Background: an optimization exercise with open tools, aiming at small area and a short achievable clock period. Do not read the settings as production practice.
RTL that was checked went through simulation tests only; none was proved equivalent to the original.
Power is estimated from default activity; no workload was simulated.

## s_axi_template
module s_axi_template #(
		parameter integer C_S_AXI_ID_WIDTH	= 1,
		parameter integer C_S_AXI_DATA_WIDTH	= 64,
		parameter integer C_S_AXI_ADDR_WIDTH	= 32,
		parameter integer C_S_AXI_AWUSER_WIDTH	= 1,
		parameter integer C_S_AXI_ARUSER_WIDTH	= 1,
		parameter integer C_S_AXI_WUSER_WIDTH	= 1,
		parameter integer C_S_AXI_RUSER_WIDTH	= 1,
		parameter integer C_S_AXI_BUSER_WIDTH	= 1
	)
	(
		output wire [15:0] P_buf,  
		output wire [15:0] A_dbg,
		output wire [15:0] B_dbg,
		output wire [15:0] C_dbg,
		output wire [ 3:0] mode_sel_dbg,
		input wire  S_AXI_ACLK,
		input wire  S_AXI_ARESETN,
		input wire [C_S_AXI_ID_WIDTH-1 : 0] S_AXI_AWID,
		input wire [C_S_AXI_ADDR_WIDTH-1 : 0] S_AXI_AWADDR,
		input wire [7 : 0] S_AXI_AWLEN,
		input wire [2 : 0] S_AXI_AWSIZE,
		input wire [1 : 0] S_AXI_AWBURST,
		input wire  S_AXI_AWLOCK,
		input wire [3 : 0] S_AXI_AWCACHE,
		input wire [2 : 0] S_AXI_AWPROT,
		input wire [3 : 0] S_AXI_AWQOS,
		input wire [3 : 0] S_AXI_AWREGION,
		input wire [C_S_AXI_AWUSER_WIDTH-1 : 0] S_AXI_AWUSER,
		input wire  S_AXI_AWVALID,
		output wire  S_AXI_AWREADY,
		input wire [C_S_AXI_DATA_WIDTH-1 : 0] S_AXI_WDATA,
		input wire [(C_S_AXI_DATA_WIDTH/8)-1 : 0] S_AXI_WSTRB,
		input wire  S_AXI_WLAST,
		input wire [C_S_AXI_WUSER_WIDTH-1 : 0] S_AXI_WUSER,
		input wire  S_AXI_WVALID,
		output wire  S_AXI_WREADY,
		output wire [C_S_AXI_ID_WIDTH-1 : 0] S_AXI_BID,
		output wire [1 : 0] S_AXI_BRESP,
		output wire [C_S_AXI_BUSER_WIDTH-1 : 0] S_AXI_BUSER,
		output wire  S_AXI_BVALID,
		input wire  S_AXI_BREADY,
		input wire [C_S_AXI_ID_WIDTH-1 : 0] S_AXI_ARID,
		input wire [C_S_AXI_ADDR_WIDTH-1 : 0] S_AXI_ARADDR,
		input wire [7 : 0] S_AXI_ARLEN,
		input wire [2 : 0] S_AXI_ARSIZE,
		input wire [1 : 0] S_AXI_ARBURST,
		input wire  S_AXI_ARLOCK,
		input wire [3 : 0] S_AXI_ARCACHE,
		input wire [2 : 0] S_AXI_ARPROT,
		input wire [3 : 0] S_AXI_ARQOS,
		input wire [3 : 0] S_AXI_ARREGION,
		input wire [C_S_AXI_ARUSER_WIDTH-1 : 0] S_AXI_ARUSER,
		input wire  S_AXI_ARVALID,
		output wire  S_AXI_ARREADY,
		output wire [C_S_AXI_ID_WIDTH-1 : 0] S_AXI_RID,
		output wire [C_S_AXI_DATA_WIDTH-1 : 0] S_AXI_RDATA,
		output wire [1 : 0] S_AXI_RRESP,
		output wire  S_AXI_RLAST,
		output wire [C_S_AXI_RUSER_WIDTH-1 : 0] S_AXI_RUSER,
		output wire  S_AXI_RVALID,
		input wire  S_AXI_RREADY
	);
==> flow/config.mk <==
export PLATFORM = sky130hd
export DESIGN_NAME = s_axi_template
export DESIGN_NICKNAME = s_axi_template
export VERILOG_FILES = /design/flow/design.v
export SDC_FILE = /design/flow/constraint.sdc
export NUM_CORES = 4
export LEC_CHECK = 0
export ABC_CLOCK_PERIOD_IN_PS = 4000
export CAP_MARGIN = 20
export CORE_MARGIN = 2
export CORE_UTILIZATION = 40
export CTS_BUF_LIST = sky130_fd_sc_hd__clkbuf_8
export CTS_CLUSTER_SIZE = 30
export SETUP_SLACK_MARGIN = 5
export SLEW_MARGIN = 20
==> flow/constraint.sdc <==
create_clock -name core_clock -period 10.0 [get_ports {S_AXI_ACLK}]
set_input_delay 2.0000 -clock core_clock [delete_from_list [all_inputs] [get_ports {S_AXI_ACLK}]]
set_output_delay 2.0000 -clock core_clock [all_outputs]
set_load 0.01 [all_outputs]
standard.sh (not shown) runs the stock make flow with config.mk's settings and CLKGATE_MAP_FILE= SYNTH_SCRIPT=/design/flow/synth_recipe.tcl, a recipe that flattens the netlist after the stock synthesis.
==> flow/flow/run.sh <==
#!/bin/bash
# The standard layout (standard.sh), with the port buffers made from
# sky130_fd_sc_hd__buf_2 instead of the cell buffer_ports picks by itself.
set -euo pipefail
bash standard.sh BUFFER_PORTS_ARGS="-buffer_cell sky130_fd_sc_hd__buf_2" MATCH_CELL_FOOTPRINT=0 finish > standard.log 2>&1
The baseline completed without violations.
==> next run, changes <==
==> flow/flow/run.sh (replaced) <==
#!/bin/bash
# The standard layout (standard.sh), with the port buffers made from
# sky130_fd_sc_hd__buf_2 instead of the cell buffer_ports picks by itself,
# resizing free to change a cell's footprint, and timing repair aiming for
# 6.0 ns of setup slack.
set -euo pipefail
bash standard.sh BUFFER_PORTS_ARGS="-buffer_cell sky130_fd_sc_hd__buf_2" MATCH_CELL_FOOTPRINT=0 SETUP_SLACK_MARGIN=6.0 finish > standard.log 2>&1
Settings changed: SETUP_SLACK_MARGIN 5 to unset.
- The new run ran to the end with no violations
- via count increases by 3.9%
- area after synthesis stays the same
- power decreases by 2.7%
- hold slack is about the same
- cell area increases by 6.7%
- sequential cell count does not change
- global-route usage increases by 1.3 points
- synthesized cell count is unchanged
- clock-buffer cell count increases by 1
- setup slack is about the same
No functional check of the RTL was part of any run of this note.

* * *

== run A ==
Another version of the RTL of s_axi_template (not shown whole).
Size: about 1200 cells after synthesis, ~160 flip-flops.
## s_axi_template
module s_axi_template #(
		parameter integer C_S_AXI_ID_WIDTH	= 1,
		parameter integer C_S_AXI_DATA_WIDTH	= 64,
		parameter integer C_S_AXI_ADDR_WIDTH	= 32,
		parameter integer C_S_AXI_AWUSER_WIDTH	= 1,
		parameter integer C_S_AXI_ARUSER_WIDTH	= 1,
		parameter integer C_S_AXI_WUSER_WIDTH	= 1,
		parameter integer C_S_AXI_RUSER_WIDTH	= 1,
		parameter integer C_S_AXI_BUSER_WIDTH	= 1
	)
	(
		output wire [15:0] P_buf,  
		output wire [15:0] A_dbg,
		output wire [15:0] B_dbg,
		output wire [15:0] C_dbg,
		output wire [ 3:0] mode_sel_dbg,
		input wire  S_AXI_ACLK,
		input wire  S_AXI_ARESETN,
		input wire [C_S_AXI_ID_WIDTH-1 : 0] S_AXI_AWID,
		input wire [C_S_AXI_ADDR_WIDTH-1 : 0] S_AXI_AWADDR,
		input wire [7 : 0] S_AXI_AWLEN,
		input wire [2 : 0] S_AXI_AWSIZE,
		input wire [1 : 0] S_AXI_AWBURST,
		input wire  S_AXI_AWLOCK,
		input wire [3 : 0] S_AXI_AWCACHE,
		input wire [2 : 0] S_AXI_AWPROT,
		input wire [3 : 0] S_AXI_AWQOS,
		input wire [3 : 0] S_AXI_AWREGION,
		input wire [C_S_AXI_AWUSER_WIDTH-1 : 0] S_AXI_AWUSER,
		input wire  S_AXI_AWVALID,
		output wire  S_AXI_AWREADY,
		input wire [C_S_AXI_DATA_WIDTH-1 : 0] S_AXI_WDATA,
		input wire [(C_S_AXI_DATA_WIDTH/8)-1 : 0] S_AXI_WSTRB,
		input wire  S_AXI_WLAST,
		input wire [C_S_AXI_WUSER_WIDTH-1 : 0] S_AXI_WUSER,
		input wire  S_AXI_WVALID,
		output wire  S_AXI_WREADY,
		output wire [C_S_AXI_ID_WIDTH-1 : 0] S_AXI_BID,
		output wire [1 : 0] S_AXI_BRESP,
		output wire [C_S_AXI_BUSER_WIDTH-1 : 0] S_AXI_BUSER,
		output wire  S_AXI_BVALID,
		input wire  S_AXI_BREADY,
		input wire [C_S_AXI_ID_WIDTH-1 : 0] S_AXI_ARID,
		input wire [C_S_AXI_ADDR_WIDTH-1 : 0] S_AXI_ARADDR,
		input wire [7 : 0] S_AXI_ARLEN,
		input wire [2 : 0] S_AXI_ARSIZE,
		input wire [1 : 0] S_AXI_ARBURST,
		input wire  S_AXI_ARLOCK,
		input wire [3 : 0] S_AXI_ARCACHE,
		input wire [2 : 0] S_AXI_ARPROT,
		input wire [3 : 0] S_AXI_ARQOS,
		input wire [3 : 0] S_AXI_ARREGION,
		input wire [C_S_AXI_ARUSER_WIDTH-1 : 0] S_AXI_ARUSER,
		input wire  S_AXI_ARVALID,
		output wire  S_AXI_ARREADY,
		output wire [C_S_AXI_ID_WIDTH-1 : 0] S_AXI_RID,
		output wire [C_S_AXI_DATA_WIDTH-1 : 0] S_AXI_RDATA,
		output wire [1 : 0] S_AXI_RRESP,
		output wire  S_AXI_RLAST,
		output wire [C_S_AXI_RUSER_WIDTH-1 : 0] S_AXI_RUSER,
		output wire  S_AXI_RVALID,
		input wire  S_AXI_RREADY
	);
==> flow/config.mk <==
export PLATFORM = sky130hd
export DESIGN_NAME = s_axi_template
export DESIGN_NICKNAME = s_axi_template
export VERILOG_FILES = /design/flow/design.v
export SDC_FILE = /design/flow/constraint.sdc
export NUM_CORES = 4
export LEC_CHECK = 0
export ABC_AREA = 1
export ABC_CLOCK_PERIOD_IN_PS = 4000
export CAP_MARGIN = 20
export CORE_MARGIN = 2
export CORE_UTILIZATION = 40
export CTS_BUF_LIST = sky130_fd_sc_hd__clkbuf_4 sky130_fd_sc_hd__clkbuf_8
export CTS_CLUSTER_SIZE = 40
export SLEW_MARGIN = 20
==> flow/constraint.sdc <==
create_clock -name core_clock -period 10.0 [get_ports {S_AXI_ACLK}]
set_input_delay 2.0000 -clock core_clock [delete_from_list [all_inputs] [get_ports {S_AXI_ACLK}]]
set_output_delay 2.0000 -clock core_clock [all_outputs]
set_load 0.01 [all_outputs]
==> flow/flow/run.sh <==
#!/bin/bash
# The standard layout (standard.sh) with these changes:
#  - the port buffers are sky130_fd_sc_hd__buf_1 instead of the cell that
#    buffer_ports picks by itself;
#  - resizing may change a cell's footprint (MATCH_CELL_FOOTPRINT=0);
#  - the constant outputs share one tie cell (SKIP_REPAIR_TIE_FANOUT=1);
#  - timing repair aims for 5.8 ns of setup slack (SETUP_SLACK_MARGIN=5.8).
# ORFS writes each step's log under orfs/logs; make's own output goes to standard.log.
set -euo pipefail
bash standard.sh BUFFER_PORTS_ARGS="-buffer_cell sky130_fd_sc_hd__buf_1" MATCH_CELL_FOOTPRINT=0 SKIP_REPAIR_TIE_FANOUT=1 SETUP_SLACK_MARGIN=5.8 finish > standard.log 2>&1
[inputs] run B vs run A
# run A
export LEC_CHECK = 0
export ABC_AREA = 1
export ABC_CLOCK_PERIOD_IN_PS = 4000
export CAP_MARGIN = 20
export CORE_MARGIN = 2
export CORE_UTILIZATION = 40
export CTS_BUF_LIST = sky130_fd_sc_hd__clkbuf_4 sky130_fd_sc_hd__clkbuf_8
export CTS_CLUSTER_SIZE = 40
export SLEW_MARGIN = 20
create_clock -name core_clock -period 10.0 [get_ports {S_AXI_ACLK}]
# run B
export LEC_CHECK = 0
export ABC_AREA = 1
export ABC_CLOCK_PERIOD_IN_PS = 4000
export CAP_MARGIN = 20
export CORE_MARGIN = 2
export CORE_UTILIZATION = 40
export CTS_BUF_LIST = sky130_fd_sc_hd__clkbuf_4 sky130_fd_sc_hd__clkbuf_8
export CTS_CLUSTER_SIZE = 40
export SETUP_SLACK_MARGIN = 5
export SLEW_MARGIN = 20
create_clock -name core_clock -period 10.0 [get_ports {S_AXI_ACLK}]
==> flow/flow/run.sh <==
#!/bin/bash
# The standard layout (standard.sh) with these changes:
#  - the port buffers are sky130_fd_sc_hd__buf_1 instead of the cell that
#    buffer_ports picks by itself;
#  - resizing may change a cell's footprint (MATCH_CELL_FOOTPRINT=0);
#  - the constant outputs share one tie cell (SKIP_REPAIR_TIE_FANOUT=1).
# ORFS writes each step's log under orfs/logs; make's own output goes to standard.log.
set -euo pipefail
bash standard.sh BUFFER_PORTS_ARGS="-buffer_cell sky130_fd_sc_hd__buf_1" MATCH_CELL_FOOTPRINT=0 SKIP_REPAIR_TIE_FANOUT=1 finish > standard.log 2>&1
As far as H-tree depth goes, run A and run B are indistinguishable; the numbers are identical. Going from run A to run B, the final area was found to have gone down by about 15%. From run A to run B the numbers moved as follows: count of fill cells added during filler insertion now sits higher; combinational power share shows a reduction of 3.7 points; global-route wire length before repair shrank by about 13%. Internal power contribution delta for run B relative to run A: about 10% higher.
What run C does differently from run B at the input level:
# run B
export LEC_CHECK = 0
export ABC_AREA = 1
export ABC_CLOCK_PERIOD_IN_PS = 4000
export CAP_MARGIN = 20
export CORE_MARGIN = 2
export CORE_UTILIZATION = 40
export CTS_BUF_LIST = sky130_fd_sc_hd__clkbuf_4 sky130_fd_sc_hd__clkbuf_8
export CTS_CLUSTER_SIZE = 40
export SETUP_SLACK_MARGIN = 5
export SLEW_MARGIN = 20
create_clock -name core_clock -period 10.0 [get_ports {S_AXI_ACLK}]
# run C
export LEC_CHECK = 0
export ABC_AREA = 1
export ABC_CLOCK_PERIOD_IN_PS = 4000
export CAP_MARGIN = 20
export CORE_MARGIN = 2
export CORE_UTILIZATION = 50
export CTS_BUF_LIST = sky130_fd_sc_hd__clkbuf_4 sky130_fd_sc_hd__clkbuf_8
export CTS_CLUSTER_SIZE = 40
export SETUP_SLACK_MARGIN = 5
export SLEW_MARGIN = 20
create_clock -name core_clock -period 10.0 [get_ports {S_AXI_ACLK}]
==> flow/flow/run.sh <==
#!/bin/bash
# The standard layout (standard.sh), with the port buffers made from
# sky130_fd_sc_hd__buf_1 instead of the cell buffer_ports picks by itself.
set -euo pipefail
bash standard.sh BUFFER_PORTS_ARGS="-buffer_cell sky130_fd_sc_hd__buf_1" MATCH_CELL_FOOTPRINT=0 SKIP_REPAIR_TIE_FANOUT=1 finish > standard.log 2>&1
==> comparison <==
Taking run B as the reference, in run C die extent in y went down 10%; total track usage went up 4.6 points; row count went down about 10%.
Run C against run B: core occupancy in the finished layout up 10 points, detailed route wirelength on metal3 up 15%, share of the clock period used by the worst path after layout up 0.44 points.
Input changes introduced in run D (baseline for comparison: run C):
# run C
export LEC_CHECK = 0
export ABC_AREA = 1
export ABC_CLOCK_PERIOD_IN_PS = 4000
export CAP_MARGIN = 20
export CORE_MARGIN = 2
export CORE_UTILIZATION = 50
export CTS_BUF_LIST = sky130_fd_sc_hd__clkbuf_4 sky130_fd_sc_hd__clkbuf_8
export CTS_CLUSTER_SIZE = 40
export SETUP_SLACK_MARGIN = 5
export SLEW_MARGIN = 20
create_clock -name core_clock -period 10.0 [get_ports {S_AXI_ACLK}]
# run D
export LEC_CHECK = 0
export ABC_AREA = 1
export ABC_CLOCK_PERIOD_IN_PS = 4000
export CAP_MARGIN = 20
export CORE_MARGIN = 2
export CORE_UTILIZATION = 40
export CTS_BUF_LIST = sky130_fd_sc_hd__clkbuf_4 sky130_fd_sc_hd__clkbuf_8
export CTS_CLUSTER_SIZE = 40
export SLEW_MARGIN = 20
create_clock -name core_clock -period 10.0 [get_ports {S_AXI_ACLK}]
==> flow/flow/run.sh <==
#!/bin/bash
# The standard layout (standard.sh) with these changes:
#  - the port buffers are sky130_fd_sc_hd__buf_1 instead of the cell that
#    buffer_ports picks by itself;
#  - resizing may change a cell's footprint (MATCH_CELL_FOOTPRINT=0);
#  - the constant outputs share one tie cell (SKIP_REPAIR_TIE_FANOUT=1);
#  - timing repair aims for 5.4 ns of setup slack (SETUP_SLACK_MARGIN=5.4).
# ORFS writes each step's log under orfs/logs; make's own output goes to standard.log.
set -euo pipefail
bash standard.sh BUFFER_PORTS_ARGS="-buffer_cell sky130_fd_sc_hd__buf_1" MATCH_CELL_FOOTPRINT=0 SKIP_REPAIR_TIE_FANOUT=1 SETUP_SLACK_MARGIN=5.4 finish > standard.log 2>&1
### Flow results
- Looking at utilization across run D and run C, the one that comes out lower is run D.
- Run D vs. run C: worst slack at placement went up 0.35 ns; clock power went up 15%; count of cells along the worst register-to-register path went down 2; total power consumption of the routed design went up 6.7%.
- Run D does better than run C on worst setup slack.
For run E, these inputs were changed with respect to run D:
--- a/flow/flow/run.sh
+++ b/flow/flow/run.sh
@@ -7 +7 @@
-#  - timing repair aims for 5.4 ns of setup slack (SETUP_SLACK_MARGIN=5.4).
+#  - timing repair aims for 6.2 ns of setup slack (SETUP_SLACK_MARGIN=6.2).
@@ -10 +10 @@
-bash standard.sh BUFFER_PORTS_ARGS="-buffer_cell sky130_fd_sc_hd__buf_1" MATCH_CELL_FOOTPRINT=0 SKIP_REPAIR_TIE_FANOUT=1 SETUP_SLACK_MARGIN=5.4 finish > standard.log 2>&1
+bash standard.sh BUFFER_PORTS_ARGS="-buffer_cell sky130_fd_sc_hd__buf_1" MATCH_CELL_FOOTPRINT=0 SKIP_REPAIR_TIE_FANOUT=1 SETUP_SLACK_MARGIN=6.2 finish > standard.log 2>&1
==> results.txt <==
For the global routing usage on met2, run E came in 3.8 points higher than run D did. Compared with run D, run E shows non-clock buffer count that has gone up by more than a quarter. Run D → run E: final-layout setup total negative slack shows no meaningful change; signed area change from the synthesized netlist to the final layout shows an increase of 18 points; cell count shows an increase of about 4%.

## afterwards: timing with drivers on the ports
How much do the figures lean on ideal ports? The routed layouts below were timed once more, with nothing changed but the port constraints. Step 1, drivers: a clkbuf_16 drives S_AXI_ACLK and a buf_2 each remaining input, both assumed. Step 2, shift: input delay + t, output delay - t, t = (earliest + latest rising clock arrival at the registers) / 2. This alone moves slack from input paths to output paths. Slacks: ideal / step 1 / step 2; pairs: ideal / step 1.
| run | shift t [ns] | setup WS [ns] | hold slack, ns | worst setup path after step 2 | worst register clock-pin slew, ns |
|---|---|---|---|---|---|
| the first run of note 1 | 0.501 | 5.043 / 5.014 / 4.513 | 0.455 / 0.455 / 0.455 | input to register | 0.11 / 0.11 |
| the second run of note 1 | 0.513 | 5.044 / 5.030 / 4.517 | 0.456 / 0.456 / 0.456 | input to register | 0.11 / 0.11 |
| run A | 0.518 | 5.386 / 5.346 / 5.022 | 0.462 / 0.462 / 0.462 | input to register | 0.12 / 0.12 |
| run B | 0.490 | 5.177 / 5.193 / 4.702 | 0.456 / 0.456 / 0.456 | input to register | 0.10 / 0.10 |
| run C | 0.502 | 5.132 / 5.129 / 4.627 | 0.453 / 0.453 / 0.453 | input to register | 0.10 / 0.10 |
| run D | 0.502 | 5.423 / 5.383 / 4.959 | 0.452 / 0.452 / 0.452 | input to register | 0.10 / 0.10 |
| run E | 0.513 | 5.441 / 5.397 / 4.933 | 0.462 / 0.462 / 0.462 | input to register | 0.10 / 0.10 |
After both steps every run listed still meets setup and hold. The setup slack of the first run of note 1, which loses most, moves by -0.029 ns with the drivers and by -0.530 ns with both steps.
